This design comes from an exercise in tuning for small area and a short achievable clock period on the open sky130 flow, not from production work.
Where RTL was checked, it was by simulation tests only, not by an equivalence proof against the original.
Only the layout flow was run in runs 1 to 4; the RTL was not checked for function there.
Power and IR drop assume default switching activity.

## flow/flow/run.sh

```bash
#!/bin/bash
# Standard layout, with a tighter internal repair target and small port buffers.
cp standard.sh standard_sh.log
cp config.mk config_orig.log
cat >> config.mk <<'EOC'
export SETUP_SLACK_MARGIN = 15
export BUFFER_PORTS_ARGS = -buffer_cell sky130_fd_sc_hd__buf_1
EOC
bash standard.sh > standard_run.log 2>&1
```

## flow/standard.sh

```bash
#!/bin/bash
# synth_recipe.tcl (not shown) runs the flow's synth.tcl, then flattens the netlist and writes it again
# the make line also repeats each setting of config.mk as NAME=value (left out here)
make -C /OpenROAD-flow-scripts/flow DESIGN_CONFIG=/design/flow/config.mk WORK_HOME=/design/flow/orfs CLKGATE_MAP_FILE= SYNTH_SCRIPT=/design/flow/synth_recipe.tcl "${@:-finish}"
```

## flow/config.mk

```make
export PLATFORM = sky130hd
export DESIGN_NAME = FPA_final
export DESIGN_NICKNAME = FPA_final
export VERILOG_FILES = /design/flow/design.v
export SDC_FILE = /design/flow/constraint.sdc
export NUM_CORES = 4
export LEC_CHECK = 0
export ABC_AREA = 1
export CAP_MARGIN = 20
export CORE_MARGIN = 2
export CORE_UTILIZATION = 40
export SLEW_MARGIN = 20
export SETUP_SLACK_MARGIN = 15
export BUFFER_PORTS_ARGS = -buffer_cell sky130_fd_sc_hd__buf_1
```

## flow/constraint.sdc

```tcl
create_clock -name core_clock -period 22.0 [get_ports {clk}]
set_input_delay 4.4000 -clock core_clock [delete_from_list [all_inputs] [get_ports {clk}]]
set_output_delay 4.4000 -clock core_clock [all_outputs]
set_load 0.01 [all_outputs]
```

## flow/design.v

```verilog
module Registers (
  input  [22:0] fa,
  input  [22:0] fb,
  input         agb,
  input         gt_e,
  input  [4:0]  d,
  input         dbig,
  input  [7:0]  eL,
  input         of_in,
  input         sub,
  input         sgn,
  output [31:0] Sum
);
  wire [23:0] ma = {1'b1, fa}, mb = {1'b1, fb};
  wire [23:0] mL = agb ? ma : mb;
  wire [23:0] mP = agb ? (gt_e ? {1'b0, mb[23:1]} : mb) : ma;
  wire [23:0] mS = dbig ? 24'd0 : mP >> d;
  wire [23:0] s;
  wire        c;
  CSA #(24) add (.a(mL), .b(mS ^ {24{sub}}), .cin(sub), .s(s), .cout(c));
  wire [24:0] r = {c ^ sub, s};
  wire [4:0]  lz;
  wire [24:0] rs;
  normalizer n (.r(r), .lz(lz), .o(rs));
  wire        z  = ~|r;
  wire [7:0]  e1 = eL + 8'd1;
  wire [7:0]  pe = z ? 8'd0 : e1 - {3'd0, lz};
  wire        of = (&pe) | of_in;
  wire        sign = sgn & ~z;
  assign Sum = of ? 32'd0 : {sign, pe, rs[23:1]};
endmodule
module four_bit_adder #(parameter N = 23) (input [N-1:0] a, input [N-1:0] b, output ge);
  wire [N-1:0] s;
  CSA #(N) c (.a(a), .b(~b), .cin(1'b1), .s(s), .cout(ge));
endmodule
module CSA #(parameter N = 24) (input [N-1:0] a, input [N-1:0] b, input cin,
                                output [N-1:0] s, output cout);
  wire [N-1:0] g0 = a & b;
  wire [N-1:0] p0 = a ^ b;
  reg  [N-1:0] g, p;
  integer i, l;
  always @* begin
    g = g0;
    p = p0;
    g[0] = g0[0] | (p0[0] & cin);
    for (l = 0; (1 << l) < N; l = l + 1)
      for (i = 0; i < N; i = i + 1)
        if (i & (1 << l)) begin
          g[i] = g[i] | (p[i] & g[((i >> l) << l) - 1]);
          p[i] = p[i] & p[((i >> l) << l) - 1];
        end
  end
  assign s    = p0 ^ {g[N-2:0], cin};
  assign cout = g[N-1];
endmodule
module normalizer (input [24:0] r, output [4:0] lz, output [24:0] o);
  wire [31:0] x0 = {r, 7'd0};
  wire        z4 = ~|x0[31:16];
  wire [31:0] x1 = z4 ? {x0[15:0], 16'd0} : x0;
  wire        z3 = ~|x1[31:24];
  wire [31:0] x2 = z3 ? {x1[23:0], 8'd0} : x1;
  wire        z2 = ~|x2[31:28];
  wire [31:0] x3 = z2 ? {x2[27:0], 4'd0} : x2;
  wire        z1 = ~|x3[31:30];
  wire [31:0] x4 = z1 ? {x3[29:0], 2'd0} : x3;
  wire        z0 = ~x4[31];
  wire [31:0] x5 = z0 ? {x4[30:0], 1'd0} : x4;
  assign lz = {z4, z3, z2, z1, z0};
  assign o  = x5[31:7];
endmodule
module FPA (
  input  [31:0] A,
  input  [31:0] B,
  output        agb,      
  output        gt_e,     
  output [4:0]  d,        
  output        dbig,     
  output [7:0]  eL,       
  output        of_in,    
  output        sub,      
  output        sgn       
);
  wire [7:0] ea = A[30:23], eb = B[30:23];
  wire [7:0] s0;
  CSA #(8) c (.a(ea), .b(~eb), .cin(1'b0), .s(s0), .cout(gt_e));
  wire eq_e = ea == eb;
  wire fge;
  four_bit_adder #(23) cmp (.a(A[22:0]), .b(B[22:0]), .ge(fge));
  assign agb   = gt_e | (eq_e & fge);
  wire [7:0] dd = s0 ^ {8{~gt_e}};
  assign d     = dd[4:0];
  assign dbig  = |dd[7:5];
  assign eL    = gt_e ? ea : eb;
  assign of_in = (&ea) | (&eb);
  assign sub   = A[31] ^ B[31];
  assign sgn   = agb ? A[31] : B[31];
endmodule
module FPA_final (
  input         clk,
  input         rst,
  input  [31:0] in1,
  input  [31:0] in2,
  output reg [31:0] OUT
);
  wire       agb_n, gt_n, dbig_n, of_n, sub_n, sgn_n;
  wire [4:0] d_n;
  wire [7:0] eL_n;
  FPA B1 (.A(in1), .B(in2), .agb(agb_n), .gt_e(gt_n), .d(d_n), .dbig(dbig_n),
          .eL(eL_n), .of_in(of_n), .sub(sub_n), .sgn(sgn_n));
  reg [22:0] fa, fb;
  reg        agb, gt_e, dbig, of_in, sub, sgn, rst_d;
  reg [4:0]  d;
  reg [7:0]  eL;
  always @(posedge clk) begin
    fa    <= in1[22:0];
    fb    <= in2[22:0];
    agb   <= agb_n;
    gt_e  <= gt_n;
    d     <= d_n;
    dbig  <= dbig_n;
    eL    <= eL_n;
    of_in <= of_n;
    sub   <= sub_n;
    sgn   <= sgn_n;
    rst_d <= rst;
  end
  wire [31:0] C;
  Registers M (.fa(fa), .fb(fb), .agb(agb), .gt_e(gt_e), .d(d), .dbig(dbig),
               .eL(eL), .of_in(of_in), .sub(sub), .sgn(sgn), .Sum(C));
  always @(posedge clk) begin
    if (rst)
      OUT <= 32'd0;
    else if (rst_d)
      OUT <= 32'h00800000;
    else
      OUT <= C;
  end
endmodule
```

==> results_dict.tcl, run 1 <==
set metrics [dict create \
    status "no timing/DRC/antenna violations" \
    num_antenna_cells 0 \
    async_flop_share_pct 0 \
    start_util_pct 40.8 \
    drcViolationCount 0 \
    hold-path-cell-count 2 \
    switching_share_pct 50.5 \
    grt_max_degree 41 \
    p_switching_uw 610 \
    core_um2 20200 \
    nets 1610 \
    slowest_delay_ns 0.38 \
    synth-seq-cells 98 \
    rsz0062_at_grt "yes" \
    hold_violations 0 \
    slew_headroom_pct 36.4 \
    hp-class "reg -> reg" \
    maxCapViolations 0 \
    yosysUniqueCellTypes 44 \
    ys_seq_area_share_pct 23.7 \
    end_kind "flop" \
    ios 98 \
    die_w_um 148 \
    peakVddDrop_mv 0.0510 \
    port_buffers 97 \
    first_iter_violations 512 \
    antenna_found_initial 0 \
    synth_edf_count 0 \
    syn_nets 1438 \
    synth_most_common_cell "nand2_1" \
    clkLatencyLatePin_ns 0.36 \
    cts_root_buf "clkbuf_16" \
    cp.required_ns 22.26 \
    antenna_left 0 \
    cp_slowest_cell "dfxtp_4" \
    synth_area_leader_cell "dfxtp_1" \
    wl_um 24900 \
    comb_power_share_pct 67.2 \
    path_common_cell "buf_4" \
    wl_per_cell_um 14.3 \
    grt_pass1_wl_um 40500 \
    die_area_um2 21800 \
    crit_type "reg -> reg" \
    final.setup.tns_ns 0 \
    synth-compound-area-share_pct 13.4 \
    hold_slack_ns 0.404 \
    setup_violations 0 \
    fin_crit_sh_pct 34.2 \
    syn_avg_cell_area_um2 6.35 \
    worstMarginPinSlew_ns 0.950 \
    synth.top_cell.area_share_pct 23.7 \
    fmax_mhz 133 \
    power.density_nw_per_um2 111 \
    globalplace.congestion 0.950 \
    vias 8959 \
    r2r_cells 61 \
    die_y_um 148 \
    holdCritStartpoint "sgn" \
    syn_inst 1302 \
    synthXorXnorAreaFrac_pct 4.45 \
    clockBufferDepth 2 \
    hpwl_um 17400 \
    syn_area_um2 8260 \
    setup.worst_path.start "agb" \
    drtPass1Iterations 7 \
    slew_violations 0 \
    drive_above_1_share_pct 20.6 \
    cts_buffers 9 \
    cts_tree "done" \
    p_int_uw 598 \
    worstSetupStartpointType "flop" \
    p_seq_share_pct 19.6 \
    yosysWarnings 4 \
    synthMuxAreaShare_pct 2.38 \
    clkTransAtPathRegs_ns 0.08 \
    p_clk_share_pct 13.2 \
    yosys.area_share.simple_pct 34.5 \
    clock_skew_ns 0.00949 \
    grt_use_total_pct 22.7 \
    synth_ff_type "dfxtp_1" \
    cts-htree-levels 3 \
    cts.sinks 98 \
    netlist_top_cells_count "nand2_1 (398), inv_1 (141), nor2_1 (119)" \
    r2r-start "agb" \
    drt-vias-per-instance 5.12 \
    synth-adder-area-share_pct 11.4 \
    synth_top_family_by_area "simple AND/OR/NAND/NOR gates" \
    period_minus_slack_ns 7.53 \
    synth.area.top_cells "dfxtp_1 (24%), nand2_1 (18%), ha_1 (9.2%)" \
    critical_path_peak_fanout 6 \
    arrival_ns 7.80 \
    num_rows 52 \
    p_leak_nw 5.20 \
    area_delta_synth_final_pct 31.1 \
    grt-ovfl-total 0 \
    grt_pass1_vias 8508 \
]
placed cells by master, fill, tap and decap left out, types with 6 or more instances in the layout:
| master | Yosys | final |
|---|---|---|
| nor2_2 | 4 | 15 |
| clkbuf_16 | 0 | 9 |
| dfxtp_1 | 98 | 92 |
| a21oi_2 | 2 | 6 |
| o211ai_1 | 22 | 22 |
| buf_1 | 8 | 97 |
| o21ai_0 | 83 | 43 |
| buf_16 | 0 | 7 |
| buf_4 | 8 | 84 |
| buf_6 | 2 | 8 |
| nand3_1 | 95 | 81 |
| nand4_1 | 16 | 16 |
| nand2_1 | 398 | 373 |
| xnor2_1 | 10 | 8 |
| fa_1 | 9 | 6 |
| inv_1 | 141 | 134 |
| xor2_1 | 32 | 32 |
| o21ai_1 | 20 | 37 |
| nand2_8 | 0 | 6 |
| buf_12 | 0 | 7 |
| mux2_2 | 13 | 13 |
| nand3_2 | 0 | 14 |
| o21a_1 | 7 | 7 |
| inv_2 | 11 | 12 |
| o21ai_2 | 0 | 20 |
| ha_1 | 61 | 56 |
| nand2_4 | 5 | 14 |
| nand2_2 | 12 | 25 |
| nor2_4 | 5 | 11 |
| a31oi_1 | 13 | 7 |
| nor2_1 | 119 | 102 |
| a21oi_1 | 39 | 35 |
layer usage:
layer / track usage, % / wire length, µm / vias to the layer above
met1: 27.6 / 10800 / 4126
met5: 0 / 0 / -
met3: 3.40 / 895 / 60
met2: 40.3 / 12400 / 216
met4: 8.99 / 765 / 0
li1: - / - / 4557
final timing paths:
path / endpoint / slack, ns
worst max-delay path: OUT[21] / 14.47
worst max register to register: OUT[21] / 14.47
worst min register to register: OUT[31] / 0.40
worst min-delay path: OUT[31] / 0.40
repair_timing:
| item | in CTS | in global routing |
|---|---|---|
| hold buffers | 0 | 0 |
| pin swaps | 83 | 19 |
| gates resized for setup | 170 | 37 |
| endpoints found under the setup margin | 32 | 32 |
| buffers inserted | 90 | 9 |
| cloned | 15 | 0 |
| hold endpoints to repair | 0 | 0 |
worst max-delay path, delay by kind of cell (launching register included):
| family | cells | cell delay, ns |
|---|---|---|
| flops | 1 | 0.38 |
| fa+ha+maj | 2 | 0.68 |
| compound gates | 4 | 0.38 |
| xor+xnor | 2 | 0.36 |
| simple gates | 23 | 2.14 |
| buf+inv | 30 | 3.44 |
cell type report:
class,instances,area (µm²)
Clock buffer,9,225
Clock inverter,7,71.3
Fill cell,1987,9400
Inverter,153,611
Multi-Input combinational cell,1003,6110
Sequential cell,98,1980
Tap cell,270,338
Timing Repair Buffer,205,1470
Timing Repair inverter,4,36.3
state kept, by name (all words and copies together), names as in the netlist:
| name | count |
|---|---|
| OUT | 32 |
| fa | 23 |
| fb | 23 |
| eL | 8 |
| d | 5 |
| agb | 1 |
| dbig | 1 |
| gt_e | 1 |
| of_in | 1 |
| rst_d | 1 |
| sgn | 1 |
| sub | 1 |
power groups by stage:
stage,Sequential [mW],Combinational (mW),Clock (mW)
finish,0.236,0.812,0.160
global route,0.240,0.896,0.170
CTS,0.236,0.768,0.163
detailed placement,0.237,0.614,0
global placement,0.237,0.615,0
floorplan,0.230,0.493,0
metrics by stage:
step | instance area (µm²) | utilization [%] | total power [mW] | cells | setup slack, ns
CTS | 10600 | 52.5 | 1.17 | 1740 | 14.72
finish | 10800 | 53.6 | 1.21 | 1749 | 14.47
global placement | 8770 | 43.4 | 0.853 | 1619 | 13.28
global route | 10800 | 53.6 | 1.31 | 1749 | 13.95
floorplan | 8350 | - | 0.724 | 1302 | 15.00
detailed placement | 8770 | 43.4 | 0.851 | 1619 | 13.11
cell families (layout without fill, tap and decap cells):
family          Yosys count  in the layout
buf+inv                 204            378
mux                      18             18
compound gates          197            197
xor+xnor                 42             42
flops                    98             98
fa+ha+maj                70             70
simple gates            673            676
==> inputs of run 2 (changes only) <==
--- a/flow/flow/run.sh
+++ b/flow/flow/run.sh
@@ -5,3 +5,3 @@
 cat >> config.mk <<'EOC'
-export SETUP_SLACK_MARGIN = 15
+export SETUP_SLACK_MARGIN = 16.5
 export BUFFER_PORTS_ARGS = -buffer_cell sky130_fd_sc_hd__buf_1
--- a/flow/config.mk
+++ b/flow/config.mk
@@ -12,3 +12,3 @@
 export SLEW_MARGIN = 20
-export SETUP_SLACK_MARGIN = 15
+export SETUP_SLACK_MARGIN = 16.5
 export BUFFER_PORTS_ARGS = -buffer_cell sky130_fd_sc_hd__buf_1
==> run 2 against run 1 <==
Final area increased by 2.2%. Still clean on timing, DRC and antenna. Count of clock-buffer cells in the layout increased by 1. Global-route usage decreased by 0.31 points. Largest power group unchanged. Hold slack improved by 0.025 ns. First-iteration DRC count decreased by 11%. Sequential share of layout area decreased by 0.40 points. Maximum frequency decreased by 1.4%. Synthesized cell count unchanged. Die area unchanged. Critical endpoint is now OUT[10].
==> results_dict.tcl, run 2 <==
set metrics [dict create \
    worst_slack_ns 14.36 \
    grt_max_degree 41 \
    r2r-start "gt_e" \
    reg_top3 "OUT (32), fa (23), fb (23)" \
    fin_crit_sh_pct 34.7 \
    setup_violations 0 \
    dp_worst_setup_slack_ns 13.17 \
    cts-htree-levels 3 \
    final.setup.tns_ns 0 \
    syn_avg_cell_area_um2 6.35 \
    grt_pass1_vias 8220 \
    fmax_mhz 131 \
    globalplace.congestion 0.922 \
    area_delta_synth_final_pct 34.1 \
    hp-class "reg -> reg" \
    cp.required_ns 22.26 \
    synth-seq-cells 98 \
    critical_path_peak_fanout 8 \
    drcViolationCount 0 \
    period_minus_slack_ns 7.64 \
    fillers 1978 \
    drive_above_1_share_pct 24.6 \
    end_kind "flop" \
    grt_pass1_wl_um 39700 \
    drt-vias-per-instance 5.11 \
    syn_nets 1438 \
    synth.area.top_cells "dfxtp_1 (24%), nand2_1 (18%), ha_1 (9.2%)" \
    synth_edf_count 0 \
    hold_violations 0 \
    place_area_um2 8880 \
    ys_seq_area_share_pct 23.7 \
    grt-ovfl-total 0 \
    maxCapViolations 0 \
    cts.sinks 98 \
    first_iter_violations 457 \
    cp_slowest_cell "fa_2" \
    cts_buffers 9 \
    slowest_delay_ns 0.56 \
    fin_util_pct 54.7 \
    start_util_pct 40.8 \
    regMostFlops "OUT" \
    syn_inst 1302 \
    stdcell_area_um2 11100 \
    hpwl_um 17500 \
    arrival_ns 7.90 \
    clkTransAtPathRegs_ns 0.07 \
    p_leak_nw 5.24 \
    num_antenna_cells 0 \
    grt_use_total_pct 22.4 \
    nets 1601 \
    netlist_top_cells_count "nand2_1 (398), inv_1 (141), nor2_1 (119)" \
    synth_most_common_cell "nand2_1" \
    clkLatencyLatePin_ns 0.37 \
    antenna_left 0 \
    worstSetupStartpointType "flop" \
    rrSetupSlack_ns 14.36 \
    antenna_found_initial 0 \
    holdCritStartpoint "sgn" \
    path_common_cell "nand2_1" \
    slew_violations 0 \
    min_to "OUT[31]" \
    ios 98 \
    die_w_um 148 \
    wl_um 25200 \
    wl_per_cell_um 14.5 \
    rsz0062_at_grt "yes" \
    die_area_um2 21800 \
    die_y_um 148 \
    peakVddDrop_mv 0.0477 \
    largest_register_ffs 32 \
    port_buffers 97 \
    cts_tree "done" \
    final_cell_mix "nand2_1 (356), inv_1 (125), nor2_1 (99)" \
    drtPass1Iterations 5 \
    holdBufCountCts 0 \
    status "no timing/DRC/antenna violations" \
    crit-reg2reg-capture "OUT[10]" \
    num_rows 52 \
    yosysWarnings 4 \
    crit_type "reg -> reg" \
    r2r_cells 54 \
    synth_ff_type "dfxtp_1" \
    synth_area_leader_cell "dfxtp_1" \
    clockBufferDepth 2 \
    syn_area_um2 8260 \
    power.density_nw_per_um2 112 \
    layout_commonest_cell "nand2_1" \
    cts_root_buf "clkbuf_16" \
    clock_skew_ns 0.0164 \
    async_flop_share_pct 0 \
    yosysUniqueCellTypes 44 \
    synth.top_cell.area_share_pct 23.7 \
    core_um2 20200 \
    hold-path-cell-count 2 \
    vias 8888 \
    worstMarginPinSlew_ns 0.784 \
    slew_headroom_pct 47.2 \
]
==> run 2: area by class of cell <==
cell class | count | area, µm² | share of cell area, %
sequential | 98 | 1980 | 17.9
clock inverter | 6 | 81.3 | 0.734
timing repair inverter | 4 | 28.8 | 0.260
inverter | 153 | 649 | 5.86
tap | 270 | 338 | 3.05
clock buffer | 10 | 239 | 2.16
multi-input combinational | 1005 | 6410 | 57.9
timing repair buffer | 194 | 1350 | 12.2
==> run 2: worst max-delay path by stage <==
stage | start | end | slack, ns | cells past startpoint
2_1_floorplan | gt_e | OUT[15] | 15.03 | 56
3_3_place_gp | d[1] | OUT[31] | 13.25 | 47
3_5_place_dp | d[1] | OUT[31] | 13.17 | 49
4_1_cts | gt_e | OUT[5] | 14.63 | 53
5_1_grt | gt_e | OUT[16] | 13.89 | 56
6_report | gt_e | OUT[10] | 14.36 | 54
==> run 2: per-layer routing <==
| metal | up-vias | GRT usage (%) | share of wire (%) |
|---|---|---|---|
| met4 | 0 | 8.13 | 3.1 |
| met1 | 4066 | 27.7 | 43 |
| met5 | - | 0 | 0 |
| met3 | 55 | 3.70 | 4.3 |
| li1 | 4538 | - | - |
| met2 | 229 | 39.3 | 50 |
==> run 2: per-stage QoR <==
step	instances	hold slack, ns	total power [mW]
5_1_grt	1740	0.436	1.34
3_5_place_dp	1619	0.412	0.857
3_3_place_gp	1619	0.407	0.859
2_1_floorplan	1302	0.394	0.729
6_report	1740	0.429	1.24
4_1_cts	1708	0.417	1.16
==> run 2: worst max-delay path, delay by kind of cell, from the launching register on <==
kind	cells	cell delay [ns]
AND/OR/NAND/NOR	32	3.40
XOR/XNOR	2	0.27
buffers and inverters	6	0.62
AO/OA/AOI/OAI	9	1.10
adder cells (fa/ha/maj)	5	1.63
flip-flops	1	0.48
==> run 2: repair_timing <==
action                                  CTS  global route
cloned                                   13             1
pin swaps                               109            72
endpoints found under the setup margin   49            48
setup buffers                            60            31
resized for setup                       170           109
==> run 2: cells by family (layout without fill, tap and decap cells) <==
logic type,after synthesis,count (layout),share of synthesized area [%]
adder cells (fa/ha/maj),70,70,11.4
XOR/XNOR,42,42,4.45
AND/OR/NAND/NOR,673,678,34.5
buffers and inverters,204,367,10.1
flip-flops,98,98,23.7
multiplexers,18,18,2.38
AO/OA/AOI/OAI,197,197,13.4
==> run 2: report_power, final <==
| group | switching [mW] | total, mW | leakage [nW] | internal [mW] |
|---|---|---|---|---|
| Combinational | 0.510 | 0.833 | 4.26 | 0.323 |
| Clock | 0.0774 | 0.172 | 0.159 | 0.0942 |
| Sequential | 0.0294 | 0.237 | 0.821 | 0.207 |
==> inputs of run 3 (changes only) <==
--- a/flow/flow/run.sh
+++ b/flow/flow/run.sh
@@ -5,3 +5,3 @@
 cat >> config.mk <<'EOC'
-export SETUP_SLACK_MARGIN = 16.5
+export SETUP_SLACK_MARGIN = 0
 export BUFFER_PORTS_ARGS = -buffer_cell sky130_fd_sc_hd__buf_1
--- a/flow/config.mk
+++ b/flow/config.mk
@@ -12,3 +12,3 @@
 export SLEW_MARGIN = 20
-export SETUP_SLACK_MARGIN = 16.5
+export SETUP_SLACK_MARGIN = 0
 export BUFFER_PORTS_ARGS = -buffer_cell sky130_fd_sc_hd__buf_1
==> run 3 against run 2 <==
Still clean. Largest cell class unchanged. Maximum frequency decreased by 19%. Flip-flop and latch count stayed put. Final cell count down 6.0%. Critical path type unchanged. Register-to-register slack got worse by 1.8 ns.
==> results_dict.tcl, run 3 <==
set metrics [dict create \
    hp-class "reg -> reg" \
    ios 98 \
    final.setup.tns_ns 0 \
    cts_root_buf "clkbuf_16" \
    drtPass1Iterations 6 \
    vias 8088 \
    switching_share_pct 49.8 \
    worst_slack_ns 12.56 \
    num_antenna_cells 0 \
    cts_tree "done" \
    cts.sinks 98 \
    wl_um 20700 \
    slew_headroom_pct 32.1 \
    maxCapViolations 0 \
    clkLatencyLatePin_ns 0.36 \
    synth_edf_count 0 \
    port_buffers 97 \
    drcViolationCount 0 \
    netlist_top_cells_count "nand2_1 (398), inv_1 (141), nor2_1 (119)" \
    layout_commonest_cell "nand2_1" \
    hold_violations 0 \
    start_util_pct 40.8 \
    hold-path-cell-count 2 \
    drive_above_1_share_pct 5.64 \
    drt-vias-per-instance 4.94 \
    post_cts_buffers 0 \
    die_w_um 148 \
    synth-seq-cells 98 \
    grt_max_degree 81 \
    fin_crit_sh_pct 42.9 \
    grt_use_total_pct 19.2 \
    setup.worst_path.start "gt_e" \
    syn_area_um2 8260 \
    core_um2 20200 \
    r2r_cells 52 \
    cp_slowest_cell "dfxtp_1" \
    clock_skew_ns 0.00706 \
    hpwl_um 17100 \
    cts_buffers 9 \
    worstMarginPinSlew_ns 1.02 \
    critical_path_peak_fanout 44 \
    synth_ff_type "dfxtp_1" \
    clkTransAtPathRegs_ns 0.07 \
    p_seq_share_pct 22.5 \
    dp_worst_setup_slack_ns 12.65 \
    grt_pass1_vias 7327 \
    crit-reg2reg-capture "OUT[24]" \
    min_to "OUT[31]" \
    worstSetupStartpointType "flop" \
    hold_slack_ns 0.409 \
    yosysUniqueCellTypes 44 \
    grt-ovfl-total 0 \
    synth_most_common_cell "nand2_1" \
    reg_top3 "OUT (32), fa (23), fb (23)" \
    area_delta_synth_final_pct 9.72 \
    yosysWarnings 4 \
    syn_avg_cell_area_um2 6.35 \
    final_cell_mix "nand2_1 (398), inv_1 (141), nor2_1 (119)" \
    comb_power_share_pct 60.0 \
    peakVddDrop_mv 0.0442 \
    slowest_delay_ns 0.99 \
    setup_violations 0 \
    slew_violations 0 \
    die_area_um2 21800 \
    holdCritStartpoint "sgn" \
    fmax_mhz 106 \
    synth_area_leader_cell "dfxtp_1" \
    antenna_left 0 \
    p_leak_nw 4.46 \
    syn_nets 1438 \
    p_switching_uw 507 \
    cts-htree-levels 3 \
    arrival_ns 9.73 \
    post_cts_resized 0 \
    p_clk_share_pct 17.5 \
    critPathBufInv 5 \
    holdBufCountCts 0 \
    syn_inst 1302 \
    ys_seq_area_share_pct 23.7 \
    period_minus_slack_ns 9.44 \
    wl_per_cell_um 12.6 \
    num_rows 52 \
    largest_register_ffs 32 \
    async_flop_share_pct 0 \
    power.density_nw_per_um2 112 \
    regMostFlops "OUT" \
    total_power_mw 1.02 \
    crit_type "reg -> reg" \
    path_common_cell "nand2_1" \
    end_kind "flop" \
    cp.required_ns 22.29 \
    p_int_uw 510 \
    status "no timing/DRC/antenna violations" \
    cp_top_family "simple AND/OR/NAND/NOR gates" \
    antenna_found_initial 0 \
    die_y_um 148 \
    synth.top_cell.area_share_pct 23.7 \
    first_iter_violations 449 \
    clockBufferDepth 2 \
    grt_pass1_wl_um 34300 \
    synth.area.top_cells "dfxtp_1 (24%), nand2_1 (18%), ha_1 (9.2%)" \
    globalplace.congestion 0.963 \
    nets 1497 \
    rrSetupSlack_ns 12.56 \
    rsz0062_at_grt "no" \
    r2r-start "gt_e" \
]
## run 3: cell type report
class	instances	area (µm²)
Multi-Input combinational cell	1000	5470
Clock inverter	7	114
Tap cell	270	338
Timing Repair Buffer	99	379
Fill cell	2170	11200
Inverter	153	577
Sequential cell	98	1960
Clock buffer	9	225
## run 3: power by group through the flow
stage	sequential (mW)	combinational [mW]	clock [mW]
after floorplan	0.230	0.483	0
after global placement	0.234	0.607	0
after detailed placement	0.234	0.608	0
after CTS	0.229	0.610	0.183
after global routing	0.233	0.696	0.190
final	0.229	0.610	0.178
## run 3: worst max-delay path by stage
stage	cells after the start	endpoint	slack, ns
2_1_floorplan	58	OUT[10]	14.63
3_3_place_gp	52	OUT[31]	12.88
3_5_place_dp	52	OUT[29]	12.65
4_1_cts	52	OUT[29]	12.61
5_1_grt	52	OUT[30]	11.48
6_report	52	OUT[24]	12.56
## run 3: metal layers
| metal | GRT usage [%] | share of wire, % |
|---|---|---|
| met4 | 5.96 | 2.0 |
| met3 | 2.56 | 3.2 |
| met2 | 33.4 | 47 |
| met1 | 24.7 | 47 |
| met5 | 0 | 0 |
## run 3: cells by family (layout without fill, tap and decap cells)
logic type	Yosys count	in the layout	synth area share [%]
AOI/OAI and AO/OA	197	197	13.4
xor gates and xnor gates	42	42	4.45
adders and majority gates	70	70	11.4
buffers and inverters	204	268	10.1
DFF	98	98	23.7
muxes	18	18	2.38
and+or+nand+nor	673	673	34.5
## run 3: through the flow
stage | util [%] | cells | area, µm²
after floorplan | - | 1302 | 8260
after global placement | 43.1 | 1620 | 8730
after detailed placement | 43.1 | 1620 | 8730
after CTS | 44.8 | 1636 | 9070
after global routing | 44.8 | 1636 | 9070
final | 44.8 | 1636 | 9070
## run 3: worst register-to-register path: cells and delay by family (launching register included)
family,cells,cell delay (ns)
AND/OR/NAND/NOR,30,3.48
adder cells (fa/ha/maj),5,1.95
AO/OA/AOI/OAI,9,1.51
flip-flops,1,0.99
buffers and inverters,5,0.87
XOR/XNOR,2,0.32
multiplexers,1,0.24
==> inputs of run 4 (changes only) <==
--- a/flow/flow/run.sh
+++ b/flow/flow/run.sh
@@ -5,3 +5,4 @@
 cat >> config.mk <<'EOC'
-export SETUP_SLACK_MARGIN = 0
+export SETUP_SLACK_MARGIN = 15
+export SETUP_MOVE_SEQUENCE = unbuffer,sizeup,swap,clone
 export BUFFER_PORTS_ARGS = -buffer_cell sky130_fd_sc_hd__buf_1
--- a/flow/config.mk
+++ b/flow/config.mk
@@ -12,3 +12,4 @@
 export SLEW_MARGIN = 20
-export SETUP_SLACK_MARGIN = 0
+export SETUP_SLACK_MARGIN = 15
+export SETUP_MOVE_SEQUENCE = unbuffer,sizeup,swap,clone
 export BUFFER_PORTS_ARGS = -buffer_cell sky130_fd_sc_hd__buf_1
==> run 4 against run 3 <==
Final area rose by 7.8%. Maximum frequency increased by 19%. Largest power group unchanged. Register-to-register slack better by 1.5 ns. Global-route usage increased by 1.4 points. Largest cell class unchanged. Total power increased by 8.5%. Setup slack better by 1.5 ns. Area after synthesis is the same. Synthesized cell count unchanged. Wire length up 9.1%.
==> results_dict.tcl, run 4 <==
set metrics [dict create \
    wl_per_cell_um 13.7 \
    synth-seq-cells 98 \
    worstMarginPinSlew_ns 0.964 \
    syn_area_um2 8260 \
    hpwl_um 17400 \
    cp.required_ns 22.26 \
    clock_skew_ns 0.0101 \
    synth_ff_type "dfxtp_1" \
    cts_tree "done" \
    grt_pass1_vias 7672 \
    netlist_top_cells_count "nand2_1 (398), inv_1 (141), nor2_1 (119)" \
    antenna_found_initial 0 \
    die_y_um 148 \
    clkTransAtPathRegs_ns 0.08 \
    reg_top3 "OUT (32), fa (23), fb (23)" \
    arrival_ns 8.21 \
    clkLatencyLatePin_ns 0.36 \
    layout_commonest_cell "nand2_1" \
    critical_path_peak_fanout 32 \
    slew_violations 0 \
    port_buffers 97 \
    setup_violations 0 \
    period_minus_slack_ns 7.95 \
    p_leak_nw 4.65 \
    first_iter_violations 562 \
    start_util_pct 40.8 \
    comb_power_share_pct 64.2 \
    hold_violations 0 \
    power.density_nw_per_um2 113 \
    synth_edf_count 0 \
    synth.area.top_cells "dfxtp_1 (24%), nand2_1 (18%), ha_1 (9.2%)" \
    syn_avg_cell_area_um2 6.35 \
    grt_max_degree 41 \
    peakVddDrop_mv 0.0464 \
    status "no timing/DRC/antenna violations" \
    rsz0062_at_grt "yes" \
    drive_above_1_share_pct 14.1 \
    end_kind "flop" \
    ios 98 \
    yosysWarnings 4 \
    regMostFlops "OUT" \
    globalplace.congestion 0.950 \
    grt_pass1_wl_um 36900 \
    fillers 2108 \
    final_cell_mix "nand2_1 (368), inv_1 (137), nor2_1 (103)" \
    critPathBufInv 3 \
    area_delta_synth_final_pct 18.3 \
    drcViolationCount 0 \
    wl_um 22600 \
    drt-vias-per-instance 5.06 \
    cts_root_buf "clkbuf_16" \
    syn_nets 1438 \
    grt_use_total_pct 20.6 \
    slew_headroom_pct 35.5 \
    fmax_mhz 126 \
    antenna_left 0 \
    multiInputGateArea_um2 6100 \
    cts_buffers 9 \
    async_flop_share_pct 0 \
    worstSetupStartpointType "flop" \
    vias 8341 \
    post_cts_buffers 0 \
    cp_slowest_cell "dfxtp_4" \
    fin_crit_sh_pct 36.1 \
    cts.sinks 98 \
    slowest_delay_ns 0.61 \
    largest_register_ffs 32 \
    p_switching_uw 578 \
    core_um2 20200 \
    syn_inst 1302 \
    synth.top_cell.area_share_pct 23.7 \
    register_area_um2 1980 \
    switching_share_pct 52.3 \
    nets 1510 \
    cp_top_family "simple AND/OR/NAND/NOR gates" \
    synth_most_common_cell "nand2_1" \
    drtPass1Iterations 5 \
    num_antenna_cells 0 \
    p_clk_share_pct 14.3 \
    p_seq_share_pct 21.5 \
    grt-ovfl-total 0 \
    ys_seq_area_share_pct 23.7 \
    hp-class "reg -> reg" \
    crit_type "reg -> reg" \
    p_int_uw 526 \
    num_rows 52 \
    die_area_um2 21800 \
    die_w_um 148 \
    clockBufferDepth 2 \
    maxCapViolations 0 \
    final.setup.tns_ns 0 \
    cts-htree-levels 3 \
    synth_area_leader_cell "dfxtp_1" \
    yosysUniqueCellTypes 44 \
    fin_util_pct 48.3 \
]
run 4: cell counts after synthesis:
Identical to the previous run, type by type.
run 4: logic make-up after synthesis:
| group | after synthesis | share of synthesized area, % |
|---|---|---|
| xor gates and xnor gates | 42 | 4.45 |
| adders and majority gates | 70 | 11.4 |
| AOI/OAI and AO/OA | 197 | 13.4 |
| and+or+nand+nor | 673 | 34.5 |
| DFF | 98 | 23.7 |
| buffers and inverters | 204 | 10.1 |
| muxes | 18 | 2.38 |
run 4: through the flow:
| step | hold WS [ns] | setup WS (ns) | cell area, µm² | instances | power [mW] |
|---|---|---|---|---|---|
| after global placement | 0.405 | 13.28 | 8770 | 1619 | 0.853 |
| after CTS | 0.411 | 14.22 | 9400 | 1645 | 1.06 |
| after global routing | 0.435 | 13.58 | 9780 | 1649 | 1.20 |
| after detailed placement | 0.408 | 13.11 | 8770 | 1619 | 0.851 |
| final | 0.406 | 14.05 | 9780 | 1649 | 1.10 |
| after floorplan | 0.394 | 15.00 | 8350 | 1302 | 0.724 |
run 4: per-layer routing:
metal / vias up / global-route usage, % / wire length, µm
met4: 0 / 6.39 / 478
met1: 3761 / 26.6 / 10300
met2: 184 / 35.5 / 11000
met3: 41 / 3.12 / 831
li1: 4355 / - / -
met5: - / 0 / 0
run 4: worst paths after layout:
path         startpoint      end  slack [ns]  cells after the start
max                gt_e   OUT[6]       14.05                     47
min                 sgn  OUT[31]        0.41                      2
max reg2reg        gt_e   OUT[6]       14.05                     47
min reg2reg         sgn  OUT[31]        0.41                      2
run 4: cell type report:
class	instances	share of cell area (%)
multi-input cells	1007	62.3
flip-flops and latches	98	20.2
inverters	153	6.27
repair buffers	99	4.26
well taps	270	3.46
clock buffers	9	2.30
clock inverters	7	0.729
repair inverters	6	0.410
run 4: power groups by stage:
stage / registers (mW) / logic, mW / clock network [mW]
floorplan: 0.230 / 0.493 / 0
global placement: 0.237 / 0.615 / 0
detailed placement: 0.237 / 0.614 / 0
CTS: 0.237 / 0.662 / 0.163
global route: 0.242 / 0.791 / 0.169
finish: 0.238 / 0.708 / 0.158
run 4: timing repair:
item	CTS	global route
pin swaps	39	21
endpoints found under the setup margin	32	32
hold buffers	0	0
gates resized for setup	70	102
cloned	10	4
run 4: tightest hold or removal path: cells and delay by family (launching register included):
family / cells / cell delay [ns]
buf+inv: 1 / 0.04
flops: 1 / 0.30
simple gates: 1 / 0.03
==> inputs of run 5 (changes only) <==
--- a/flow/design.v
+++ b/flow/design.v
@@ -3,12 +3,15 @@
   input  [22:0] fb,
-  input         agb,
+  input         sa,
+  input         sb,
+  input  [7:0]  s0,
   input         gt_e,
-  input  [4:0]  d,
-  input         dbig,
+  input         eq_e,
+  input         fge,
   input  [7:0]  eL,
   input         of_in,
-  input         sub,
-  input         sgn,
   output [31:0] Sum
 );
+  wire        agb = gt_e | (eq_e & fge);    
+  wire [7:0]  dd  = s0 ^ {8{~gt_e}};
+  wire        sub = sa ^ sb;
   wire [23:0] ma = {1'b1, fa}, mb = {1'b1, fb};
@@ -16,3 +19,3 @@
   wire [23:0] mP = agb ? (gt_e ? {1'b0, mb[23:1]} : mb) : ma;
-  wire [23:0] mS = dbig ? 24'd0 : mP >> d;
+  wire [23:0] mS = (|dd[7:5]) ? 24'd0 : mP >> dd[4:0];
   wire [23:0] s;
@@ -26,5 +29,6 @@
   wire [7:0]  e1 = eL + 8'd1;
+  wire [7:0]  e2 = eL + 8'd2;
   wire [7:0]  pe = z ? 8'd0 : e1 - {3'd0, lz};
-  wire        of = (&pe) | of_in;
-  wire        sign = sgn & ~z;
+  wire        of = of_in | (~z & (e2 == {3'd0, lz}));
+  wire        sign = (agb ? sa : sb) & ~z;
   assign Sum = of ? 32'd0 : {sign, pe, rs[23:1]};
@@ -73,25 +77,15 @@
   input  [31:0] B,
-  output        agb,      
+  output [7:0]  s0,       
   output        gt_e,     
-  output [4:0]  d,        
-  output        dbig,     
+  output        eq_e,     
+  output        fge,      
   output [7:0]  eL,       
-  output        of_in,    
-  output        sub,      
-  output        sgn       
+  output        of_in     
 );
   wire [7:0] ea = A[30:23], eb = B[30:23];
-  wire [7:0] s0;
   CSA #(8) c (.a(ea), .b(~eb), .cin(1'b0), .s(s0), .cout(gt_e));
-  wire eq_e = ea == eb;
-  wire fge;
+  assign eq_e = ea == eb;
   four_bit_adder #(23) cmp (.a(A[22:0]), .b(B[22:0]), .ge(fge));
-  assign agb   = gt_e | (eq_e & fge);
-  wire [7:0] dd = s0 ^ {8{~gt_e}};
-  assign d     = dd[4:0];
-  assign dbig  = |dd[7:5];
   assign eL    = gt_e ? ea : eb;
   assign of_in = (&ea) | (&eb);
-  assign sub   = A[31] ^ B[31];
-  assign sgn   = agb ? A[31] : B[31];
 endmodule
@@ -104,11 +98,9 @@
 );
-  wire       agb_n, gt_n, dbig_n, of_n, sub_n, sgn_n;
-  wire [4:0] d_n;
-  wire [7:0] eL_n;
-  FPA B1 (.A(in1), .B(in2), .agb(agb_n), .gt_e(gt_n), .d(d_n), .dbig(dbig_n),
-          .eL(eL_n), .of_in(of_n), .sub(sub_n), .sgn(sgn_n));
+  wire       gt_n, eq_n, fge_n, of_n;
+  wire [7:0] s0_n, eL_n;
+  FPA B1 (.A(in1), .B(in2), .s0(s0_n), .gt_e(gt_n), .eq_e(eq_n), .fge(fge_n),
+          .eL(eL_n), .of_in(of_n));
   reg [22:0] fa, fb;
-  reg        agb, gt_e, dbig, of_in, sub, sgn, rst_d;
-  reg [4:0]  d;
-  reg [7:0]  eL;
+  reg        sa, sb, gt_e, eq_e, fge, of_in, rst_d;
+  reg [7:0]  s0, eL;
   always @(posedge clk) begin
@@ -116,10 +108,10 @@
     fb    <= in2[22:0];
-    agb   <= agb_n;
+    sa    <= in1[31];
+    sb    <= in2[31];
+    s0    <= s0_n;
     gt_e  <= gt_n;
-    d     <= d_n;
-    dbig  <= dbig_n;
+    eq_e  <= eq_n;
+    fge   <= fge_n;
     eL    <= eL_n;
     of_in <= of_n;
-    sub   <= sub_n;
-    sgn   <= sgn_n;
     rst_d <= rst;
@@ -127,4 +119,4 @@
   wire [31:0] C;
-  Registers M (.fa(fa), .fb(fb), .agb(agb), .gt_e(gt_e), .d(d), .dbig(dbig),
-               .eL(eL), .of_in(of_in), .sub(sub), .sgn(sgn), .Sum(C));
+  Registers M (.fa(fa), .fb(fb), .sa(sa), .sb(sb), .s0(s0), .gt_e(gt_e),
+               .eq_e(eq_e), .fge(fge), .eL(eL), .of_in(of_in), .Sum(C));
   always @(posedge clk) begin
==> flow/flow/run.sh (replaced) <==
#!/bin/bash
# Standard layout with three changes: the full/half-adder extraction pass is
# skipped in synthesis (ABC maps the prefix adders directly), the ports get
# sky130 buf_1 buffers, and the repair passes aim below the design's period.
cp config.mk config_orig.log
cat >> config.mk <<'EOC'
export ADDER_MAP_FILE =
export SETUP_SLACK_MARGIN = 16
export SETUP_MOVE_SEQUENCE = unbuffer,sizeup,swap,clone
export BUFFER_PORTS_ARGS = -buffer_cell sky130_fd_sc_hd__buf_1
EOC
bash standard.sh > standard_run.log 2>&1
--- a/flow/config.mk
+++ b/flow/config.mk
@@ -12,3 +12,4 @@
 export SLEW_MARGIN = 20
-export SETUP_SLACK_MARGIN = 15
+export ADDER_MAP_FILE =
+export SETUP_SLACK_MARGIN = 16
 export SETUP_MOVE_SEQUENCE = unbuffer,sizeup,swap,clone
==> run 5 against run 4 <==
Maximum frequency up 36%. Die area up 9.0%. Hold slack better by 0.055 ns. Setup slack better by 2.1 ns. Still clean. Critical path depth down 35. Clock power up 7%.
==> results_dict.tcl, run 5 <==
set metrics [dict create \
    post_cts_buffers 0 \
    hold_violations 0 \
    grt_max_degree 37 \
    cts_root_buf "clkbuf_16" \
    end_kind "flop" \
    switching_share_pct 52.6 \
    grt_use_total_pct 22.2 \
    die_y_um 154 \
    setup.worst_path.start "in1[23]" \
    grt_pass1_wl_um 43400 \
    yosysWarnings 4 \
    drcViolationCount 0 \
    p_seq_share_pct 20.3 \
    netlist_top_cells_count "nand2_1 (506), nand3_1 (250), inv_1 (161)" \
    maxCapViolations 0 \
    cp_slowest_cell "o31ai_4" \
    status "no timing/DRC/antenna violations" \
    ys_seq_area_share_pct 22.4 \
    drt-vias-per-instance 5.37 \
    clkTransAtPathRegs_ns 0.07 \
    grt_pass1_vias 8880 \
    p_leak_nw 5.38 \
    power.density_nw_per_um2 97.2 \
    r2r_cells 39 \
    total_power_mw 1.10 \
    cts_tree "done" \
    fin_crit_sh_pct 26.6 \
    slowest_delay_ns 0.43 \
    drtPass1Iterations 6 \
    synth.top_cell.area_share_pct 22.4 \
    setup_violations 0 \
    cts.sinks 101 \
    area_delta_synth_final_pct 25.0 \
    first_iter_violations 992 \
    cts-htree-levels 3 \
    clkLatencyLatePin_ns 0.36 \
    syn_area_um2 9030 \
    worstSetupStartpointType "input pin" \
    holdBufCountCts 0 \
    async_flop_share_pct 0 \
    final.setup.tns_ns 0 \
    syn_avg_cell_area_um2 5.88 \
    ios 98 \
    holdCritStartpoint "rst_d" \
    wl_um 30000 \
    vias 10300 \
    die_w_um 154 \
    syn_inst 1536 \
    yosysUniqueCellTypes 62 \
    crit_type "in -> reg" \
    synth-seq-cells 101 \
    comb_power_share_pct 64.3 \
    start_util_pct 41.1 \
    nets 1697 \
    slew_violations 0 \
    clockBufferDepth 2 \
    p_switching_uw 577 \
    grt-ovfl-total 0 \
    worstMarginPinSlew_ns 0.976 \
    num_rows 54 \
    p_int_uw 520 \
    min_to "OUT[23]" \
    port_buffers 97 \
    synth_most_common_cell "nand2_1" \
    final_cell_mix "nand2_1 (432), nand3_1 (218), inv_1 (156)" \
    synth.area.top_cells "dfxtp_1 (22%), nand2_1 (21%), nand3_1 (14%)" \
    hp-class "reg -> reg" \
    arrival_ns 6.13 \
    cp_top_family "compound AO/OA/AOI/OAI gates" \
    die_area_um2 23800 \
    place_area_um2 9480 \
    fmax_mhz 171 \
    stdcell_area_um2 11300 \
    cp.required_ns 22.28 \
    largest_register_ffs 32 \
    hold-path-cell-count 2 \
    synth_area_leader_cell "dfxtp_1" \
    hpwl_um 20000 \
    antenna_left 0 \
    syn_nets 1602 \
    num_antenna_cells 0 \
    slew_headroom_pct 34.7 \
    period_minus_slack_ns 5.85 \
    synth_edf_count 0 \
    regMostFlops "OUT" \
    antenna_found_initial 0 \
    clock_skew_ns 0.0103 \
    critPathBufInv 2 \
    p_clk_share_pct 15.4 \
    layout_commonest_cell "nand2_1" \
    peakVddDrop_mv 0.0460 \
    cp_cell_sequence "clkbuf_2, inv_2, nor2_4, maj3_2, a21oi_2, o21bai_2, nand2_1, nand2_2, a21oi_4, o31ai_4, nand2_1, o21ai_1" \
    rrSetupSlack_ns 16.17 \
    globalplace.congestion 0.933 \
    wl_per_cell_um 15.6 \
    core_um2 22000 \
    cts_buffers 9 \
    critical_path_peak_fanout 8 \
    r2r-start "gt_e" \
    drive_above_1_share_pct 20.4 \
    rsz0062_at_grt "yes" \
    crit-reg2reg-capture "OUT[28]" \
    synth_ff_type "dfxtp_1" \
    path_common_cell "nand2_1" \
    reg_top3 "OUT (32), fa (23), fb (23)" \
    hold_slack_ns 0.461 \
    fin_util_pct 51.4 \
]
[run 5: through the flow]
stage          worst slack, ns  instances
2_1_floorplan            16.02       1536
3_3_place_gp             15.03       1861
3_5_place_dp             14.88       1861
4_1_cts                  16.00       1888
5_1_grt                  15.75       1916
6_report                 16.15       1916
[run 5: cells by family (layout without fill, tap and decap cells)]
group           count (synthesis)  count (layout)  share of synthesized area (%)
simple gates                  981            1000                           49.4
buf+inv                       240             314                           11.4
compound gates                161             162                           10.5
flops                         101             101                           22.4
xor+xnor                       36              42                           4.44
mux                            16              16                           1.77
fa+ha+maj                       1               1                          0.111
[run 5: cell type report]
cell class | count | area, µm²
inverter | 186 | 821
sequential | 101 | 2030
clock buffer | 10 | 229
multi-input combinational | 1221 | 7170
fill | 2239 | 10700
timing repair inverter | 9 | 106
clock inverter | 6 | 77.6
tap | 280 | 350
timing repair buffer | 103 | 505
[run 5: power by group through the flow]
| stage | combinational [mW] | clock [mW] | sequential, mW |
|---|---|---|---|
| finish | 0.705 | 0.169 | 0.222 |
| global route | 0.774 | 0.179 | 0.225 |
| CTS | 0.590 | 0.172 | 0.220 |
| detailed placement | 0.571 | 0 | 0.222 |
| global placement | 0.571 | 0 | 0.222 |
| floorplan | 0.450 | 0 | 0.228 |
[run 5: worst register-to-register path, delay by kind of cell, from the launching register on]
kind                   cells  cell delay [ns]
buffers and inverters      6             0.75
AND/OR/NAND/NOR           29             3.64
flip-flops                 1             0.40
XOR/XNOR                   1             0.11
AO/OA/AOI/OAI              3             0.79
[run 5: worst max-delay path by stage]
stage | end | slack, ns | depth (start not counted)
6_report | eL[3] | 16.15 | 12
5_1_grt | OUT[28] | 15.75 | 44
4_1_cts | fge | 16.00 | 14
3_5_place_dp | OUT[15] | 14.88 | 43
3_3_place_gp | OUT[3] | 15.03 | 42
2_1_floorplan | eL[1] | 16.02 | 11
[run 5: repair_timing]
action / CTS / global route
gates resized for setup: 23 / 246
pin swaps: 8 / 65
cloned: 11 / 28
setup endpoints to repair: 40 / 38
[run 5: per-layer routing]
metal	global-route usage [%]	up-vias	routed length, µm
met4	6.76	0	1130
li1	-	5174	-
met1	30.0	4564	12900
met5	0	-	0
met2	36.9	444	14000
met3	2.72	107	2040
==> inputs of run 6 (changes only) <==
--- a/flow/flow/run.sh
+++ b/flow/flow/run.sh
@@ -8,3 +8,2 @@
 export SETUP_SLACK_MARGIN = 16
-export SETUP_MOVE_SEQUENCE = unbuffer,sizeup,swap,clone
 export BUFFER_PORTS_ARGS = -buffer_cell sky130_fd_sc_hd__buf_1
--- a/flow/config.mk
+++ b/flow/config.mk
@@ -14,3 +14,2 @@
 export SETUP_SLACK_MARGIN = 16
-export SETUP_MOVE_SEQUENCE = unbuffer,sizeup,swap,clone
 export BUFFER_PORTS_ARGS = -buffer_cell sky130_fd_sc_hd__buf_1
==> run 6 against run 5 <==
Sequential share of layout area increased by 0.63 points. Die area unchanged. First-iteration DRC count is 9.1% lower. Sequential power is essentially flat. Utilization fell by 1.8 points. Synthesized cell count stayed put. Hold slack got worse by 0.0011 ns. Largest cell class unchanged. Flip-flop and latch count stayed put. Register-to-register slack improved by 0.11 ns. Global-route usage is 0.11 points lower.
==> results_dict.tcl, run 6 <==
set metrics [dict create \
    r2r_cells 45 \
    clkTransAtPathRegs_ns 0.07 \
    status "no timing/DRC/antenna violations" \
    layout_commonest_cell "nand2_1" \
    clockBufferDepth 2 \
    core_um2 22000 \
    fin_util_pct 49.6 \
    hpwl_um 20000 \
    start_util_pct 41.1 \
    first_iter_violations 902 \
    dp_worst_setup_slack_ns 14.88 \
    die_y_um 154 \
    antenna_found_initial 0 \
    die_area_um2 23800 \
    cts.sinks 101 \
    reg_top3 "OUT (32), fa (23), fb (23)" \
    end_kind "flop" \
    synth_area_leader_cell "dfxtp_1" \
    grt-ovfl-total 0 \
    globalplace.congestion 0.933 \
    area_delta_synth_final_pct 20.7 \
    power.density_nw_per_um2 97.2 \
    synth.area.top_cells "dfxtp_1 (22%), nand2_1 (21%), nand3_1 (14%)" \
    largest_register_ffs 32 \
    cp.required_ns 22.28 \
    place_area_um2 9480 \
    synth_edf_count 0 \
    wl_um 28600 \
    wl_per_cell_um 14.7 \
    vias 10200 \
    synth-seq-cells 101 \
    antenna_left 0 \
    worstMarginPinSlew_ns 0.848 \
    grt_use_total_pct 22.1 \
    port_buffers 97 \
    hp-class "reg -> reg" \
    final.setup.tns_ns 0 \
    fmax_mhz 171 \
    num_rows 54 \
    grt_pass1_wl_um 43300 \
    die_w_um 154 \
    fillers 2274 \
    hold_violations 0 \
    syn_inst 1536 \
    num_antenna_cells 0 \
    slew_violations 0 \
    clock_skew_ns 0.00752 \
    period_minus_slack_ns 5.86 \
    syn_area_um2 9030 \
    worstSetupStartpointType "input pin" \
    yosysWarnings 4 \
    nets 1729 \
    cts_buffers 9 \
    holdBufCountCts 0 \
    syn_nets 1602 \
    drtPass1Iterations 5 \
    cts-htree-levels 3 \
    p_leak_nw 5.43 \
    ys_seq_area_share_pct 22.4 \
    regMostFlops "OUT" \
    synth_ff_type "dfxtp_1" \
    drive_above_1_share_pct 15.5 \
    yosysUniqueCellTypes 62 \
    crit_type "in -> reg" \
    drcViolationCount 0 \
    grt_max_degree 37 \
    arrival_ns 6.13 \
    synth_most_common_cell "nand2_1" \
    rsz0062_at_grt "yes" \
    grt_pass1_vias 8859 \
    synth.top_cell.area_share_pct 22.4 \
    drt-vias-per-instance 5.24 \
    cts_root_buf "clkbuf_16" \
    ios 98 \
    final_cell_mix "nand2_1 (483), nand3_1 (243), inv_1 (157)" \
    maxCapViolations 0 \
    peakVddDrop_mv 0.0449 \
    syn_avg_cell_area_um2 5.88 \
    hold-path-cell-count 2 \
    fin_crit_sh_pct 26.6 \
    clkLatencyLatePin_ns 0.36 \
    critical_path_peak_fanout 15 \
    cts_tree "done" \
    slew_headroom_pct 43.4 \
    setup_violations 0 \
    worst_slack_ns 16.14 \
    stdcell_area_um2 10900 \
    async_flop_share_pct 0 \
    netlist_top_cells_count "nand2_1 (506), nand3_1 (250), inv_1 (161)" \
]
[run 6: changes by cell type in the layout (fill, tap and decap cells not counted), sizes merged]
cell	delta
xnor2	-1
nand3	-1
clkbuf	-3
buf	+51
clkinv	-4
o31ai	-1
xor2	-2
nand2	-3
nor2	-3
clkinvlp	-1
[run 6: worst paths after layout]
path	start	endpoint	slack (ns)
setup / recovery	in1[23]	eL[3]	16.14
hold / removal	rst_d	OUT[23]	0.46
setup reg to reg	gt_e	OUT[25]	16.28
hold reg to reg	rst_d	OUT[23]	0.46
[run 6: area by class of cell]
type	count	area [µm²]	area share, %
well taps	280	350	3.22
repair inverters	4	35.0	0.322
flip-flops and latches	101	2030	18.6
multi-input cells	1210	6490	59.6
inverters	186	802	7.36
clock buffers	10	229	2.10
repair buffers	151	883	8.11
clock inverters	6	77.6	0.712
[run 6: worst max-delay path: stages]
cell,delay [ns]
buf_1,0.17
inv_2,0.07
nor2_4,0.13
maj3_2,0.24
a21oi_2,0.07
o21bai_1,0.23
nand2_1,0.10
nand2_2,0.11
a21oi_4,0.08
o31ai_4,0.21
buf_12,0.17
nand2_1,0.05
o21ai_1,0.10
[run 6: stage by stage]
step           hold WS, ns  total power [mW]  instances
2_1_floorplan        0.424             0.679       1536
3_3_place_gp         0.442             0.793       1861
3_5_place_dp         0.451             0.793       1861
4_1_cts              0.463             0.981       1888
5_1_grt              0.494              1.14       1948
6_report             0.460              1.06       1948
[run 6: metal layers]
metal  track usage, %  share of wire [%]  wire length [µm]
met1             29.8                 45             12800
met2             37.0                 47             13300
met3             2.66                5.9              1690
met4             6.32                2.8               787
met5                0                  0                 0
[run 6: cell families after synthesis]
family / synth area share, %
muxes: 1.77
buffers and inverters: 11.4
xor gates and xnor gates: 4.44
adders and majority gates: 0.111
DFF: 22.4
AOI/OAI and AO/OA: 10.5
and+or+nand+nor: 49.4
[run 6: power by group]
part / switching (mW) / total (mW) / internal [mW]
clock: 0.0778 / 0.168 / 0.0906
sequential: 0.0128 / 0.220 / 0.207
combinational: 0.447 / 0.671 / 0.224
[run 6: repair_timing]
action | in CTS | in global routing
endpoints found under the hold margin | 0 | 0
gates cloned | 8 | 13
buffers inserted | 3 | 47
pin swaps | 8 | 31
endpoints found under the setup margin | 40 | 33
gates resized for setup | 22 | 94
==> inputs of run 7 (changes only) <==
--- a/flow/config.mk
+++ b/flow/config.mk
@@ -10,3 +10,3 @@
 export CORE_MARGIN = 2
-export CORE_UTILIZATION = 40
+export CORE_UTILIZATION = 55
 export SLEW_MARGIN = 20
==> run 7 against run 6 <==
Still clean on timing, DRC and antenna. Final cell count shrank 2.4%. First-iteration DRC count grew 35%. Count of clock-buffer cells in the layout grew 1.
==> results_dict.tcl, run 7 <==
set metrics [dict create \
    status "no timing/DRC/antenna violations" \
    holdBufCountCts 0 \
    grt_pass1_wl_um 43000 \
    drcViolationCount 0 \
    hold_violations 0 \
    ios 98 \
    grt_max_degree 37 \
    arrival_ns 6.13 \
    core_um2 15900 \
    drive_above_1_share_pct 18.6 \
    hpwl_um 19900 \
    instances_no_fill 1902 \
    synth.area.top_cells "dfxtp_1 (22%), nand2_1 (21%), nand3_1 (14%)" \
    synth_area_leader_cell "dfxtp_1" \
    vias 10500 \
    regMostFlops "OUT" \
    maxCapViolations 0 \
    synth_ff_type "dfxtp_1" \
    final_cell_mix "nand2_1 (463), nand3_1 (224), inv_1 (156)" \
    port_buffers 97 \
    slowest_delay_ns 0.24 \
    nets 1748 \
    async_flop_share_pct 0 \
    start_util_pct 56.6 \
    synth_edf_count 0 \
    drt-vias-per-instance 5.52 \
    netlist_top_cells_count "nand2_1 (506), nand3_1 (250), inv_1 (161)" \
    drtPass1Iterations 7 \
    hp-class "reg -> reg" \
    antenna_found_initial 0 \
    synth_most_common_cell "nand2_1" \
    crit_type "in -> reg" \
    fin_util_pct 69.5 \
    slew_headroom_pct 41.3 \
    cp_cell_sequence "buf_1, inv_2, nor2_4, maj3_2, a21oi_2, o21bai_1, nand2_1, nand2_2, a21oi_4, o31ai_4, buf_12, nand2_1, o21ai_1" \
    cts.sinks 101 \
    reg_top3 "OUT (32), fa (23), fb (23)" \
    final.setup.tns_ns 0 \
    yosysUniqueCellTypes 62 \
    worstSetupStartpointType "input pin" \
    cp.required_ns 22.27 \
    cts_root_buf "clkbuf_16" \
    end_kind "flop" \
    num_antenna_cells 0 \
    clkLatencyLatePin_ns 0.35 \
    cts-htree-levels 3 \
    hold_slack_ns 0.465 \
    syn_area_um2 9030 \
    cp_slowest_cell "maj3_2" \
    path_common_cell "nand2_1" \
    cts_tree "done" \
    worstMarginPinSlew_ns 0.878 \
    power.density_nw_per_um2 98.6 \
    critical_path_peak_fanout 15 \
    area_delta_synth_final_pct 22.7 \
    yosysWarnings 4 \
    first_iter_violations 1222 \
    stdcell_area_um2 11100 \
    die_area_um2 17500 \
    die_w_um 132 \
    grt_use_total_pct 29.8 \
    grt_pass1_vias 8747 \
    syn_avg_cell_area_um2 5.88 \
    grt-ovfl-total 0 \
    globalplace.congestion 0.912 \
    synth.top_cell.area_share_pct 22.4 \
    place_area_um2 9410 \
    fmax_mhz 171 \
    die_y_um 132 \
    dp_cells 1798 \
    setup_violations 0 \
    slew_violations 0 \
    num_rows 46 \
    syn_inst 1536 \
    cts_buffers 9 \
    period_minus_slack_ns 5.86 \
    peakVddDrop_mv 0.0688 \
    clkTransAtPathRegs_ns 0.07 \
    wl_um 29000 \
    clockBufferDepth 2 \
    layout_commonest_cell "nand2_1" \
    p_leak_nw 5.52 \
    wl_per_cell_um 15.2 \
    antenna_left 0 \
    largest_register_ffs 32 \
    fin_crit_sh_pct 26.6 \
    ys_seq_area_share_pct 22.4 \
    rsz0062_at_grt "yes" \
    syn_nets 1602 \
    clock_skew_ns 0.00962 \
    synth-seq-cells 101 \
]
-- run 7: cell count changes in the layout (fill, tap and decap cells not counted), sizes merged --
cell	change
bufinv	-1
buf	+23
nor2	+1
clkinv	-1
clkinvlp	+1
inv	-2
nand2	-2
xor2	-1
-- run 7: final timing paths --
| check | startpoint | end | slack [ns] | cells past startpoint |
|---|---|---|---|---|
| worst max-delay path | in1[23] | eL[1] | 16.14 | 13 |
| worst min-delay path | rst_d | OUT[23] | 0.47 | 2 |
| worst max register to register | gt_e | OUT[5] | 16.18 | 44 |
| worst min register to register | rst_d | OUT[23] | 0.47 | 2 |
-- run 7: cell type report --
type,count,area (µm²)
tap,216,270
clock inverter,4,32.5
fill,1501,4860
multi-input combinational,1208,6630
timing repair buffer,173,1060
timing repair inverter,3,30.0
inverter,186,787
sequential,101,2030
clock buffer,11,243
-- run 7: critical path: cells and delay by family --
family | cells | cell delay (ns)
AND/OR/NAND/NOR | 4 | 0.40
adder cells (fa/ha/maj) | 1 | 0.24
buffers and inverters | 3 | 0.40
AO/OA/AOI/OAI | 5 | 0.69
-- run 7: timing repair --
action / 4_1_cts / 5_1_grt
pin swaps: 6 / 49
cloned: 6 / 11
setup endpoints to repair: 39 / 33
gates resized for setup: 17 / 141
setup buffers: 6 / 66
-- run 7: where the power goes --
part	leakage (nW)	switching [mW]	internal, mW
registers	0.845	0.0125	0.207
clock network	0.128	0.0693	0.0798
logic	4.54	0.474	0.250
total	5.52	0.556	0.537
-- run 7: logic make-up (layout without fill, tap and decap cells) --
kind of cell / count (synthesis) / count (layout) / synth area share [%]
XOR/XNOR: 36 / 38 / 4.44
multiplexers: 16 / 16 / 1.77
adder cells (fa/ha/maj): 1 / 1 / 0.111
buffers and inverters: 240 / 377 / 11.4
AND/OR/NAND/NOR: 981 / 992 / 49.4
flip-flops: 101 / 101 / 22.4
AO/OA/AOI/OAI: 161 / 161 / 10.5
-- run 7: through the flow --
stage               power (mW)  worst slack (ns)
global placement         0.791             15.13
detailed placement       0.793             14.95
global route              1.17             15.74
finish                    1.09             16.14
CTS                      0.966             15.98
floorplan                0.679             16.02
-- run 7: metal layers --
layer	up-vias	global-route usage, %	part of all wire [%]
li1	5265	-	-
met1	4613	43.2	45
met2	555	45.2	44
met3	75	5.31	9.2
met4	0	8.70	2.5
met5	-	0	0
==> inputs of run 8 (changes only) <==
--- a/flow/flow/run.sh
+++ b/flow/flow/run.sh
@@ -7,3 +7,3 @@
 export ADDER_MAP_FILE =
-export SETUP_SLACK_MARGIN = 16
+export SETUP_SLACK_MARGIN = 15.3
 export BUFFER_PORTS_ARGS = -buffer_cell sky130_fd_sc_hd__buf_1
--- a/flow/config.mk
+++ b/flow/config.mk
@@ -10,6 +10,6 @@
 export CORE_MARGIN = 2
-export CORE_UTILIZATION = 55
+export CORE_UTILIZATION = 40
 export SLEW_MARGIN = 20
 export ADDER_MAP_FILE =
-export SETUP_SLACK_MARGIN = 16
+export SETUP_SLACK_MARGIN = 15.3
 export BUFFER_PORTS_ARGS = -buffer_cell sky130_fd_sc_hd__buf_1
==> run 8 against run 7 <==
Hold slack hardly changed. Total power is 8.5% lower. Highest routed layer unchanged. Final area is 9.6% lower. Global-route usage is 8.7 points lower. Setup slack worse by 0.23 ns. Wire length is 8.8% lower. Utilization is 24 points lower. Clock skew is 0.0037 ns higher. Largest power group unchanged. Die area is 36% higher.
==> results_dict.tcl, run 8 <==
set metrics [dict create \
    status "no timing/DRC/antenna violations" \
    wl_per_cell_um 14.0 \
    drt-vias-per-instance 5.20 \
    synth_edf_count 0 \
    maxCapViolations 0 \
    fmax_mhz 164 \
    cp.required_ns 22.30 \
    syn_avg_cell_area_um2 5.88 \
    nets 1670 \
    grt_use_total_pct 21.2 \
    async_flop_share_pct 0 \
    antenna_found_initial 0 \
    drcViolationCount 0 \
    synth_area_leader_cell "dfxtp_1" \
    worstMarginPinSlew_ns 0.799 \
    fin_crit_sh_pct 27.7 \
    port_buffers 97 \
    syn_area_um2 9030 \
    synth_most_common_cell "nand2_1" \
    final_cell_mix "nand2_1 (504), nand3_1 (250), inv_1 (160)" \
    ys_seq_area_share_pct 22.4 \
    hold_slack_ns 0.466 \
    yosysUniqueCellTypes 62 \
    num_antenna_cells 0 \
    drive_above_1_share_pct 8.95 \
    syn_inst 1536 \
    reg_top3 "OUT (32), fa (23), fb (23)" \
    start_util_pct 41.1 \
    total_power_uw 1000 \
    grt-ovfl-total 0 \
    syn_nets 1602 \
    crit_type "reg -> reg" \
    grt_max_degree 61 \
    wl_um 26500 \
    synth.top_cell.area_share_pct 22.4 \
    slew_headroom_pct 46.7 \
    p_leak_nw 5.07 \
    clkTransAtPathRegs_ns 0.08 \
    peakVddDrop_mv 0.0374 \
    drtPass1Iterations 6 \
    vias 9819 \
    synth_ff_type "dfxtp_1" \
    cts_tree "done" \
    worstSetupStartpointType "flop" \
    cp_slowest_cell "nor3_1" \
    hpwl_um 20100 \
    antenna_left 0 \
    grt_pass1_wl_um 41600 \
    cts_root_buf "clkbuf_16" \
    hp-class "reg -> reg" \
    synth.area.top_cells "dfxtp_1 (22%), nand2_1 (21%), nand3_1 (14%)" \
    layout_commonest_cell "nand2_1" \
    die_area_um2 23800 \
    setup_violations 0 \
    largest_register_ffs 32 \
    power.density_nw_per_um2 99.8 \
    core_um2 22000 \
    slowest_delay_ns 0.49 \
    ios 98 \
    rsz0062_at_grt "no" \
    synth-seq-cells 101 \
    slew_violations 0 \
    cts_buffers 9 \
    critPathBufInv 5 \
    clkLatencyLatePin_ns 0.37 \
    end_kind "flop" \
    cts.sinks 101 \
    area_delta_synth_final_pct 11.0 \
    grt_pass1_vias 8700 \
    die_w_um 154 \
    cp_top_family "simple AND/OR/NAND/NOR gates" \
    arrival_ns 6.39 \
    final.setup.tns_ns 0 \
    first_iter_violations 809 \
    die_y_um 154 \
    hold_violations 0 \
    num_rows 54 \
    yosysWarnings 4 \
    path_common_cell "nand2_1" \
    clock_skew_ns 0.0133 \
    cts-htree-levels 3 \
    regMostFlops "OUT" \
    clockBufferDepth 2 \
    period_minus_slack_ns 6.09 \
    netlist_top_cells_count "nand2_1 (506), nand3_1 (250), inv_1 (161)" \
    critical_path_peak_fanout 37 \
    globalplace.congestion 0.924 \
]
[run 8: cell types whose count changed in the layout (fill, tap and decap cells not counted), moves of 6 or more]
cell and change:
o21ai_1 -11, buf_4 -62, nor2_1 +6, nand2_4 -6
nand2_1 +41, nand3_2 -22, nand2_2 -35, nand3_1 +26
o21ai_0 +12, buf_12 -6, nor2_4 -6
[run 8: kinds of logic after synthesis]
family	count (synthesis)	synth area share, %
simple gates	981	49.4
flops	101	22.4
compound gates	161	10.5
buf+inv	240	11.4
fa+ha+maj	1	0.111
mux	16	1.77
xor+xnor	36	4.44
[run 8: worst register-to-register path, delay by kind of cell, from the launching register on]
kind                   cells  cell delay (ns)
buffers and inverters      5             0.77
muxes                      1             0.18
DFF                        1             0.39
and+or+nand+nor           34             4.41
AOI/OAI and AO/OA          1             0.24
[run 8: metrics by stage]
| stage | cells | area (µm²) | setup WS (ns) | utilization [%] |
|---|---|---|---|---|
| 6_report | 1889 | 10000 | 15.91 | 45.6 |
| 5_1_grt | 1889 | 10000 | 15.18 | 45.6 |
| 4_1_cts | 1878 | 9820 | 15.35 | 44.7 |
| 3_5_place_dp | 1862 | 9450 | 14.70 | 43.0 |
| 3_3_place_gp | 1862 | 9450 | 14.93 | 43.0 |
| 2_1_floorplan | 1536 | 9030 | 15.75 | - |
[run 8: layout make-up]
| type | instances | area, µm² |
|---|---|---|
| Sequential cell | 101 | 2020 |
| Timing Repair inverter | 1 | 5.00 |
| Clock buffer | 10 | 239 |
| Multi-Input combinational cell | 1203 | 6130 |
| Tap cell | 280 | 350 |
| Clock inverter | 6 | 103 |
| Inverter | 186 | 734 |
| Fill cell | 2380 | 11900 |
| Timing Repair Buffer | 102 | 432 |
[run 8: what timing repair did]
item                                   4_1_cts  5_1_grt
cloned                                       0       10
hold buffers                                 0        0
gates resized for setup                      7       18
setup endpoints to repair                   32       32
endpoints found under the hold margin        0        0
setup buffers                                0        1
pin swaps                                    0        7
[run 8: layer usage]
layer	wire length, µm	vias up	track usage [%]
met2	12300	320	35.6
met4	429	0	6.01
met3	1550	36	2.38
li1	-	5092	-
met5	0	-	0
met1	12200	4371	28.7
[run 8: path summary, 6_finish.rpt]
kind / start / to / slack, ns / depth (start not counted)
worst max register to register: gt_e / OUT[2] / 15.91 / 41
worst min register to register: rst_d / OUT[23] / 0.47 / 2
worst max-delay path: gt_e / OUT[2] / 15.91 / 41
worst min-delay path: rst_d / OUT[23] / 0.47 / 2
[run 8: report_power, final]
group,internal [mW],switching (mW)
clock,0.105,0.0783
combinational,0.187,0.410
sequential,0.207,0.0125
total,0.499,0.501

-- port drivers added, routing unchanged --
The flow's constraints put no driver on any port. The routed layouts listed below were extracted and timed again, unchanged, in two steps.
Step 1: set_driving_cell puts a clkbuf_16 on clk and a buf_2 on each other input, an assumption about the parent block.
Step 2, shift: input delay + t, output delay - t, t = (earliest + latest rising clock arrival at the registers) / 2. This alone moves slack from input paths to output paths.
Three values: ideal, step 1, step 2; two values: the first two.
run	t, ns	setup slack, ns	worst setup path at the end	clock arrival spread, ns
run 1	0.406	14.466 / 14.466 / 14.466	register to register	0.010 / 0.010
run 2	0.405	14.361 / 14.361 / 14.361	register to register	0.016 / 0.016
run 3	0.403	12.557 / 12.557 / 12.557	register to register	0.007 / 0.007
run 4	0.403	14.054 / 14.054 / 14.054	register to register	0.010 / 0.011
run 5	0.402	16.151 / 16.170 / 15.768	input to register	0.010 / 0.010
run 6	0.404	16.144 / 16.166 / 15.761	input to register	0.010 / 0.009
run 7	0.389	16.138 / 16.156 / 15.768	input to register	0.013 / 0.013
run 8	0.406	15.912 / 15.912 / 15.534	input to register	0.013 / 0.013
After both steps setup and hold are still met in every run listed.
